This design comes from an exercise in tuning for a short achievable clock period and few clock cycles on the open sky130 flow, not from production work. In this exercise RTL edits were held to simulation tests only and were not proved equivalent to the original. Power and IR drop assume default switching activity.

// processor
module processor(
input clk,
input rst,
output [31:0] imem_addr,
input  [31:0] imem_data,
output [31:0] dmem_addr,
output [31:0] dmem_wdata,
output dmem_we,
output dmem_re,
input  [31:0] dmem_rdata,
output ret_valid,
output [31:0] ret_pc,
output ret_we,
output [4:0] ret_waddr,
output [31:0] ret_wdata
);
Settings: LEC_CHECK=0, CAP_MARGIN=20, CORE_MARGIN=2, CORE_UTILIZATION=55, SETUP_SLACK_MARGIN=0.5, SLEW_MARGIN=20; clock period 11.0 ns.
standard.sh (not shown) runs the stock make flow with config.mk's settings and CLKGATE_MAP_FILE= SYNTH_SCRIPT=/design/flow/synth_recipe.tcl, a recipe that flattens the netlist after the stock synthesis.
==> flow/flow/run.sh <==
#!/bin/bash
# Standard ORFS layout (the standard.sh, unchanged synthesis), with timing repair
# asked for a larger setup margin so that it keeps shortening the worst paths.
set -euo pipefail
cd "$(dirname "$0")/.."
bash standard.sh SETUP_SLACK_MARGIN=7.5 TNS_END_PERCENT=20 finish > standard_flow.log 2>&1
Testbench counts at the start, summed over its fixed seeds: cycles 136,589.
==> next run, changes <==
Settings changed: CORE_UTILIZATION 55 to 40.
- design area rises by 1.6%
- sequential power hardly moves
- setup slack improves by 0.11 ns
- sequential share of layout area is lower by 0.88 points
- power climbs by 1.9%
==> next run, changes <==
==> flow/flow/run.sh (replaced) <==
#!/bin/bash
# Standard ORFS layout (the standard.sh, unchanged synthesis), with timing repair
# asked for a larger setup margin so that it keeps shortening the worst paths, and
# the port buffers made plain buffers (buf_4) rather than the smallest buffer-like cell.
set -euo pipefail
cd "$(dirname "$0")/.."
bash standard.sh SETUP_SLACK_MARGIN=7.5 TNS_END_PERCENT=20 \
  "BUFFER_PORTS_ARGS=-buffer_cell sky130_fd_sc_hd__buf_4" finish > standard_flow.log 2>&1
After rerunning: The new run completed without violations. First-iteration DRC count went up by 1.5%. Register-to-register slack hardly moves. Critical path depth does not change. Setup slack degrades by 0.0065 ns. Power went down by 1.4%. Maximum frequency hardly moves. Clock power is about the same.

========
== the previous run ==
Another version of the RTL of processor (not shown whole).
For scale: roughly 3100 flip-flops, about 240 I/O pins.
// processor
module processor(
input clk,
input rst,
output [31:0] imem_addr,
input  [31:0] imem_data,
output [31:0] dmem_addr,
output [31:0] dmem_wdata,
output dmem_we,
output dmem_re,
input  [31:0] dmem_rdata,
output ret_valid,
output [31:0] ret_pc,
output ret_we,
output [4:0] ret_waddr,
output [31:0] ret_wdata
);
Settings: LEC_CHECK=0, CAP_MARGIN=20, CORE_MARGIN=2, CORE_UTILIZATION=40, SETUP_SLACK_MARGIN=0.5, SLEW_MARGIN=20; clock period 11.0 ns.
==> flow/flow/run.sh <==
#!/bin/bash
# Standard ORFS layout (the standard.sh, unchanged synthesis), with timing repair
# asked for a larger setup margin so that it keeps shortening the worst paths, and
# the port buffers made plain buffers (buf_4) rather than the smallest buffer-like cell.
set -euo pipefail
cd "$(dirname "$0")/.."
bash standard.sh SETUP_SLACK_MARGIN=7.5 TNS_END_PERCENT=20 \
  "BUFFER_PORTS_ARGS=-buffer_cell sky130_fd_sc_hd__buf_4" finish > standard_flow.log 2>&1
The previous run was carried through to the last stage, and its layout satisfied the timing, design-rule and antenna checks.
Testbench counts of the previous run, summed over its fixed seeds: cycles 135,275.
Setup changes, the previous run to the current run
==> flow/flow/run.sh <==
#!/bin/bash
# Standard ORFS layout (the standard.sh, unchanged synthesis), with timing repair
# asked for a larger setup margin so that it keeps shortening the worst paths.
set -euo pipefail
cd "$(dirname "$0")/.."
bash standard.sh SETUP_SLACK_MARGIN=7.5 TNS_END_PERCENT=20 finish > standard_flow.log 2>&1
### Flow results
Looking at the reports, the current run completed the entire flow and the layout it produced met the timing, design-rule and antenna checks.
The previous run finished every step from synthesis to the final layout, and the layout passed the timing, design-rule and antenna checks.
The current run against the previous run: fraction of power spent switching nets shows an increase of 0.19 points, number of multi-input combinational cells shows no meaningful change.
From the previous run to the current run, async set-or-reset flop fraction in the synthesized netlist did not move at all.
Wire length on met1 of the previous run is on par with the current run.
Re die area: no difference whatsoever between the previous run and the current run.
Cell total after placement of the previous run is on par with the current run.
Overall fraction of global-route tracks in use, the previous run and the current run: lower on the previous run

[what the ideal ports hide]
The flow's constraints put no driver on any port. The routed layouts listed below were extracted and timed again, unchanged, in two steps. Step 1: set_driving_cell puts a clkbuf_16 on clk and a buf_2 on each other input, an assumption about the parent block. Step 2, shift: input delay + t, output delay - t, t = (earliest + latest rising clock arrival at the registers) / 2. This alone moves slack from input paths to output paths. Three values: no drivers, after step 1, after step 2; two values: the first two.
run	t (ns)	slack for setup (ns)	worst setup path after step 2	worst register clock-pin slew, ns	worst slew at a driven data input, ns
the first run of note 1	1.015	7.146 / 7.132 / 6.560	input to register	0.07 / 0.07	0.10
the second run of note 1	0.982	7.257 / 7.158 / 6.375	input to register	0.08 / 0.08	0.10
the third run of note 1	0.993	7.250 / 7.154 / 6.880	input to register	0.07 / 0.07	0.10
the previous run	1.038	7.018 / 7.018 / 6.251	input to register	0.07 / 0.07	0.23
the current run	1.027	7.023 / 7.023 / 6.146	input to register	0.07 / 0.07	0.15
After both steps setup and hold are still met in every run listed. For the second run of note 1, which loses most, drivers alone change the setup slack by -0.099 ns; drivers and shift together by -0.882 ns.
